From an optimization exercise on the open Yosys and OpenROAD flow, aimed at small area and a short achievable clock period; shortcuts taken in it are not production practice.
Where RTL was checked, it was by simulation tests only, not by an equivalence proof against the original.

Setup of v6:
==> flow/design.v <==
module rgb_hsv (
    input            clk,
    input            rst,
    input            vld,    
    input      [7:0] rgb_r,
    input      [7:0] rgb_g,
    input      [7:0] rgb_b,
    output reg [8:0] hsv_h,
    output reg [7:0] hsv_s,
    output reg [7:0] hsv_v
);
parameter KH = 2;    
parameter KS = 3;    
function gt8;
    input [7:0] a, b;
    reg   [7:0] g, t;
    integer     m, n;
    begin
        g = a & ~b;
        t = a | ~b;
        for (m = 1; m < 8; m = m * 2)
            for (n = 0; n < 8; n = n + 2 * m) begin
                g[n + 2 * m - 1] = g[n + 2 * m - 1] | (t[n + 2 * m - 1] & g[n + m - 1]);
                t[n + 2 * m - 1] = t[n + 2 * m - 1] & t[n + m - 1];
            end
        gt8 = g[7];
    end
endfunction
function [11:0] add12;
    input [11:0] a, b;
    input        ci;
    reg   [11:0] g, t;
    integer      m, n;
    begin
        g = a & b;
        t = a | b;
        g[0] = g[0] | (t[0] & ci);
        for (m = 1; m < 12; m = m * 2)
            for (n = 11; n >= 0; n = n - 1)
                if ((n / m) % 2 == 1) begin
                    g[n] = g[n] | (t[n] & g[(n / m) * m - 1]);
                    t[n] = t[n] & t[(n / m) * m - 1];
                end
        add12 = a ^ b ^ {g[10:0], ci};
    end
endfunction
function [8:0] dstep;
    input [8:0] p;
    input [7:0] d;
    reg   [8:0] b;
    integer     i;
    begin
        b[0] = 1'b0;
        for (i = 0; i < 8; i = i + 1)
            b[i+1] = (~p[i] & d[i]) | ((~p[i] | d[i]) & b[i]);
        dstep[8]   = p[8] | ~b[8];
        dstep[7:0] = p[7:0] ^ ({8{dstep[8]}} & (d ^ b[7:0]));
    end
endfunction
wire c_rg = gt8(rgb_r, rgb_g);
wire c_rb = gt8(rgb_r, rgb_b);
wire c_gb = gt8(rgb_g, rgb_b);
reg [7:0] r1, g1, b1;
reg       xr1, xg1, xb1;    
reg       nr1, ng1, nb1;    
reg       dr1, dg1, db1;    
always @(posedge clk) begin
    r1  <= rgb_r; g1 <= rgb_g; b1 <= rgb_b;
    xr1 <= c_rg & c_rb;
    xg1 <= ~c_rg & c_gb;
    xb1 <= ~(c_rg & c_rb) & ~(~c_rg & c_gb);
    nr1 <= ~c_rg & ~c_rb;
    nb1 <= c_rb & c_gb;
    ng1 <= ~(~c_rg & ~c_rb) & ~(c_rb & c_gb);
    dr1 <= c_rg ^ c_rb;
    db1 <= ~(c_rg ^ c_rb) & (c_rg ^ c_gb);
    dg1 <= ~(c_rg ^ c_rb) & ~(c_rg ^ c_gb);
end
wire [7:0] mx = ({8{xr1}} & r1) | ({8{xg1}} & g1) | ({8{xb1}} & b1);
wire [7:0] mn = ({8{nr1}} & r1) | ({8{ng1}} & g1) | ({8{nb1}} & b1);
wire [7:0] md = ({8{dr1}} & r1) | ({8{dg1}} & g1) | ({8{db1}} & b1);
wire neg = (xb1 & nr1) | (xg1 & nb1) | (xr1 & ng1);
wire [11:0] mm12 = add12({4'd0, mx}, ~{4'd0, mn}, 1'b1);
wire [11:0] x12  = add12({4'd0, md}, ~{4'd0, mn}, 1'b1);
wire [7:0]  mm   = mm12[7:0];
wire [7:0]  x    = x12[7:0];
wire [11:0] x15  = add12({x, 4'd0}, ~{4'd0, x}, 1'b1);    
wire [13:0] n60  = {x15, 2'd0};
reg [8:0]    ph;
reg [KH-1:0] qh2;
integer i;
always @(*) begin
    ph = {1'b0, n60[13:6]};
    for (i = 5; i >= 6 - KH; i = i - 1) begin
        ph = dstep({ph[7:0], n60[i]}, mm);
        qh2[i - 6 + KH] = ph[8];
    end
end
reg [8:0]    ps;
reg [KS-1:0] qs2;
integer j;
always @(*) begin
    ps = {1'b0, mm};
    for (j = 7; j >= 8 - KS; j = j - 1) begin
        ps = dstep({ps[7:0], 1'b0}, mx);
        qs2[j - 8 + KS] = ps[8];
    end
end
reg [7:0]    mm_2, mx_2, ph_2, ps_2;
reg [KH-1:0] qh_2;
reg [KS-1:0] qs_2;
reg [5-KH:2] nl_2;
reg          xr_2, xg_2, neg_2;
always @(posedge clk) begin
    mm_2 <= mm; mx_2 <= mx & {8{vld}}; ph_2 <= ph[7:0]; ps_2 <= ps[7:0];
    qh_2 <= qh2; qs_2 <= qs2; nl_2 <= n60[5-KH:2];
    xr_2 <= xr1; xg_2 <= xg1; neg_2 <= neg;
end
reg [8:0] th;
reg [5:0] qh;
integer k;
always @(*) begin
    th = {1'b0, ph_2};
    qh = {qh_2, {(6-KH){1'b0}}};
    for (k = 5 - KH; k >= 0; k = k - 1) begin
        th = dstep({th[7:0], (k >= 2) ? nl_2[k] : 1'b0}, mm_2);
        qh[k] = th[8];
    end
end
reg [8:0] ts;
reg [7:0] qs;
integer l;
always @(*) begin
    ts = {1'b0, ps_2};
    qs = {qs_2, {(8-KS){1'b0}}};
    for (l = 7 - KS; l >= 0; l = l - 1) begin
        ts = dstep({ts[7:0], 1'b0}, mx_2);
        qs[l] = ts[8];
    end
end
wire [5:0] q53 = {3'd0, qh[5:3]};
reg  [5:0] up, dn0, dn1;
always @(*)
    case ({xr_2, xg_2, neg_2})
        3'b100:  begin up = q53;          dn0 = 6'd0;        dn1 = 6'd0;            end
        3'b101:  begin up = 6'd0;         dn0 = 6'd45 - q53; dn1 = 6'd44 - q53;     end
        3'b010:  begin up = 6'd15 + q53;  dn0 = 6'd0;        dn1 = 6'd0;            end
        3'b011:  begin up = 6'd0;         dn0 = 6'd15 - q53; dn1 = 6'd14 - q53;     end
        3'b000:  begin up = 6'd30 + q53;  dn0 = 6'd0;        dn1 = 6'd0;            end
        default: begin up = 6'd0;         dn0 = 6'd30 - q53; dn1 = 6'd29 - q53;     end
    endcase
wire [2:0] nlo = {qh[2] ^ (qh[1] | qh[0]), qh[1] ^ qh[0], qh[0]};
wire       bw  = qh[2] | qh[1] | qh[0];
wire [8:0] hq  = neg_2 ? {bw ? dn1 : dn0, nlo} : {up, qh[2:0]};
wire       grey = ~|mm_2;
wire       nz   = |mx_2;
wire [8:0] h3   = hq & {9{~grey & nz}};
wire [7:0] s3   = qs & {8{nz}};
always @(posedge clk or negedge rst)
    if (!rst) begin
        hsv_h <= 9'd0; hsv_s <= 8'd0; hsv_v <= 8'd0;
    end else begin
        hsv_h <= h3; hsv_s <= s3; hsv_v <= mx_2;
    end
endmodule
module HSVComparator (
    input            clk,
    input      [8:0] hsv_get_h,
    input      [7:0] hsv_get_s,
    input      [7:0] hsv_get_v,
    input      [8:0] hsv_set_h,
    input      [7:0] hsv_set_s,
    input      [7:0] hsv_set_v,
    input      [2:0] threshold_level,
    output reg [1:0] similar_flag    
);
function [9:0] sub9;
    input [8:0] a, b;
    reg         c;
    integer     i;
    begin
        c = 1'b0;
        for (i = 0; i < 9; i = i + 1) begin
            sub9[i] = a[i] ^ b[i] ^ c;
            c = (~a[i] & b[i]) | ((~a[i] | b[i]) & c);
        end
        sub9[9] = c;
    end
endfunction
wire [9:0] dh = sub9(hsv_get_h, hsv_set_h);
wire [9:0] ds = sub9({1'b0, hsv_get_s}, {1'b0, hsv_set_s});
wire [9:0] dv = sub9({1'b0, hsv_get_v}, {1'b0, hsv_set_v});
wire [8:0] ah = dh[8:0] ^ {9{dh[9]}};
wire [7:0] as = ds[7:0] ^ {8{ds[9]}};
wire [7:0] av = dv[7:0] ^ {8{dv[9]}};
wire       nh = dh[9], ns = ds[9], nv = dv[9];
function gt9;
    input [8:0] a, b;
    reg         c;
    integer     i;
    begin
        c = 1'b0;
        for (i = 0; i < 9; i = i + 1)
            c = (a[i] & ~b[i]) | ((a[i] | ~b[i]) & c);
        gt9 = c;
    end
endfunction
wire h0 = nh ? (~gt9(ah, 9'd59) | ~gt9(9'd299, ah)) : (~gt9(ah, 9'd60) | ~gt9(9'd300, ah));
wire h1 = nh ? (~gt9(ah, 9'd14) | ~gt9(9'd344, ah)) : (~gt9(ah, 9'd15) | ~gt9(9'd345, ah));
wire h2 = nh ? (~gt9(ah, 9'd9)  | ~gt9(9'd349, ah)) : (~gt9(ah, 9'd10) | ~gt9(9'd350, ah));
wire h3 = nh ? (~gt9(ah, 9'd4)  | ~gt9(9'd354, ah)) : (~gt9(ah, 9'd5)  | ~gt9(9'd355, ah));
wire s0 = ~gt9({1'b0, as}, ns ? 9'd31 : 9'd32);
wire s1 = ~gt9({1'b0, as}, ns ? 9'd7  : 9'd8);
wire s2 = ~gt9({1'b0, as}, ns ? 9'd4  : 9'd5);
wire s3 = ~gt9({1'b0, as}, ns ? 9'd2  : 9'd3);
wire v0 = ~gt9({1'b0, av}, nv ? 9'd31 : 9'd32);
wire v1 = ~gt9({1'b0, av}, nv ? 9'd7  : 9'd8);
wire v2 = ~gt9({1'b0, av}, nv ? 9'd4  : 9'd5);
wire v3 = ~gt9({1'b0, av}, nv ? 9'd2  : 9'd3);
reg hit;
always @(*)
    case (threshold_level)
        3'b000:  hit = h0 & s0 & v0;
        3'b001:  hit = h1 & s1 & v1;
        3'b010:  hit = h2 & s2 & v2;
        3'b111:  hit = h3 & s3 & v3;
        default: hit = 1'b0;
    endcase
wire unset = ~|hsv_set_v;
always @(posedge clk)
    similar_flag <= unset ? 2'b10 : {1'b0, hit};
endmodule
module color_match (
    input  wire       clk,
    input  wire       rst_n,
    input  wire [7:0] get_r,
    input  wire [7:0] get_g,
    input  wire [7:0] get_b,
    input  wire [7:0] set_r,
    input  wire [7:0] set_g,
    input  wire [7:0] set_b,
    input  wire [2:0] threshold_level,
    output wire [8:0] get_h,
    output wire [7:0] get_s,
    output wire [7:0] get_v,
    output wire [8:0] set_h,
    output wire [7:0] set_s,
    output wire [7:0] set_v,
    output wire [1:0] similar_flag
);
    reg vld;
    always @(posedge clk or negedge rst_n)
        if (!rst_n) vld <= 1'b0;
        else        vld <= 1'b1;
    rgb_hsv rgb_hsv_get_inst (
        .clk   (clk),
        .rst   (rst_n),
        .vld   (vld),
        .rgb_r (get_r),
        .rgb_g (get_g),
        .rgb_b (get_b),
        .hsv_h (get_h),
        .hsv_s (get_s),
        .hsv_v (get_v)
    );
    rgb_hsv rgb_hsv_set_inst (
        .clk   (clk),
        .rst   (rst_n),
        .vld   (vld),
        .rgb_r (set_r),
        .rgb_g (set_g),
        .rgb_b (set_b),
        .hsv_h (set_h),
        .hsv_s (set_s),
        .hsv_v (set_v)
    );
    HSVComparator HSVComparator_inst (
        .clk             (clk),
        .hsv_get_h       (get_h),
        .hsv_get_s       (get_s),
        .hsv_get_v       (get_v),
        .hsv_set_h       (set_h),
        .hsv_set_s       (set_s),
        .hsv_set_v       (set_v),
        .threshold_level (threshold_level),
        .similar_flag    (similar_flag)
    );
endmodule
clock: 28.0 ns
lec_check: 0
abc_area: 1
cap_margin: 20
core_margin: 2
core_utilization: 40
place_density: 0.6
slew_margin: 20
standard.sh (not shown) runs the stock make flow with config.mk's settings and CLKGATE_MAP_FILE= SYNTH_SCRIPT=/design/flow/synth_recipe.tcl, a recipe that flattens the netlist after the stock synthesis.
==> flow/flow/run.sh <==
#!/bin/bash
# The standard layout, with plain buffers (not delay cells) on the ports.
# Placement runs as standard; from clock tree synthesis on, timing repair is
# asked to leave 21 ns of setup slack at the 28 ns clock.
set -euo pipefail
export BUFFER_PORTS_ARGS="-buffer_cell sky130_fd_sc_hd__buf_2"
bash standard.sh place > standard_place.log 2>&1
export SETUP_SLACK_MARGIN=21
bash standard.sh > standard_finish.log 2>&1
Input-level comparison between v7 and v6:
-- flow/design.v --
<<< v6, line 11
);
parameter KH = 2;    
parameter KS = 3;    
function gt8;
    input [7:0] a, b;
>>> v7, line 11
);
parameter KH = 2;    
parameter KS = 2;    
function gt8;
    input [7:0] a, b;
Results
- Diff v6 and v7: headroom to the max-slew limit lower in v7
- Of the two values seen for worst setup path endpoint, rgb_hsv_set_inst.ph_2[6]$_DFF_P_ was produced by v6 and rgb_hsv_get_inst.ph_2[2]$_DFF_P_ by v7.
- | number of different library cells in the post-synthesis netlist | higher: v7 |
- Area inside the core boundary was lower in v7 than in v6.
- Delta (v7 minus v6): share of the synthesized area in compound gates (AO/OA/AOI/OAI) about even, buffering stage count on the worst path with inverters included went up, pre-CTS worst setup slack -470 ps.
- In v7, the final setup slack of the worst path came out 420 ps below the value in v6.
- Compared with v6, v7 shows design area that has gone up slightly.
- Taking v6 as the reference point, the wire length of the first global-routing pass of v7 rises by 2800 um.
- The final reports for v7 and v6 show wire length on met2 higher in the former.
- Higher core occupancy in the finished layout goes to v7 over v6.
No functional check of the RTL was part of v7.

-- static timing again, ports no longer ideal --
Ports are ideal in the flow. The routed layouts listed here were re-timed in OpenROAD.
Step 1, drivers: a clkbuf_16 drives clk and a buf_2 each remaining input, both assumed.
Step 2 times the ports against the registers' clock, not the clock port: input delays grow and output delays shrink by t, the midpoint of the rising clock arrivals with the driver on.
Three values: no drivers, after step 1, after step 2; two values: the first two.
| run | t, ns | setup WS [ns] | hold WS [ns] | slew at the worst register clock pin (ns) | worst slew at a driven data input, ns |
|---|---|---|---|---|---|
| v6 | 0.582 | 21.071 / 21.071 / 20.684 | 0.408 / 0.408 / 0.408 | 0.07 / 0.07 | 0.05 |
| v7 | 0.589 | 20.654 / 20.654 / 20.637 | 0.426 / 0.426 / 0.426 | 0.07 / 0.07 | 0.05 |
After both steps setup and hold are still met in every run listed. The setup slack of v6, which loses most, moves by 0.000 ns with the drivers and by -0.387 ns with both steps.
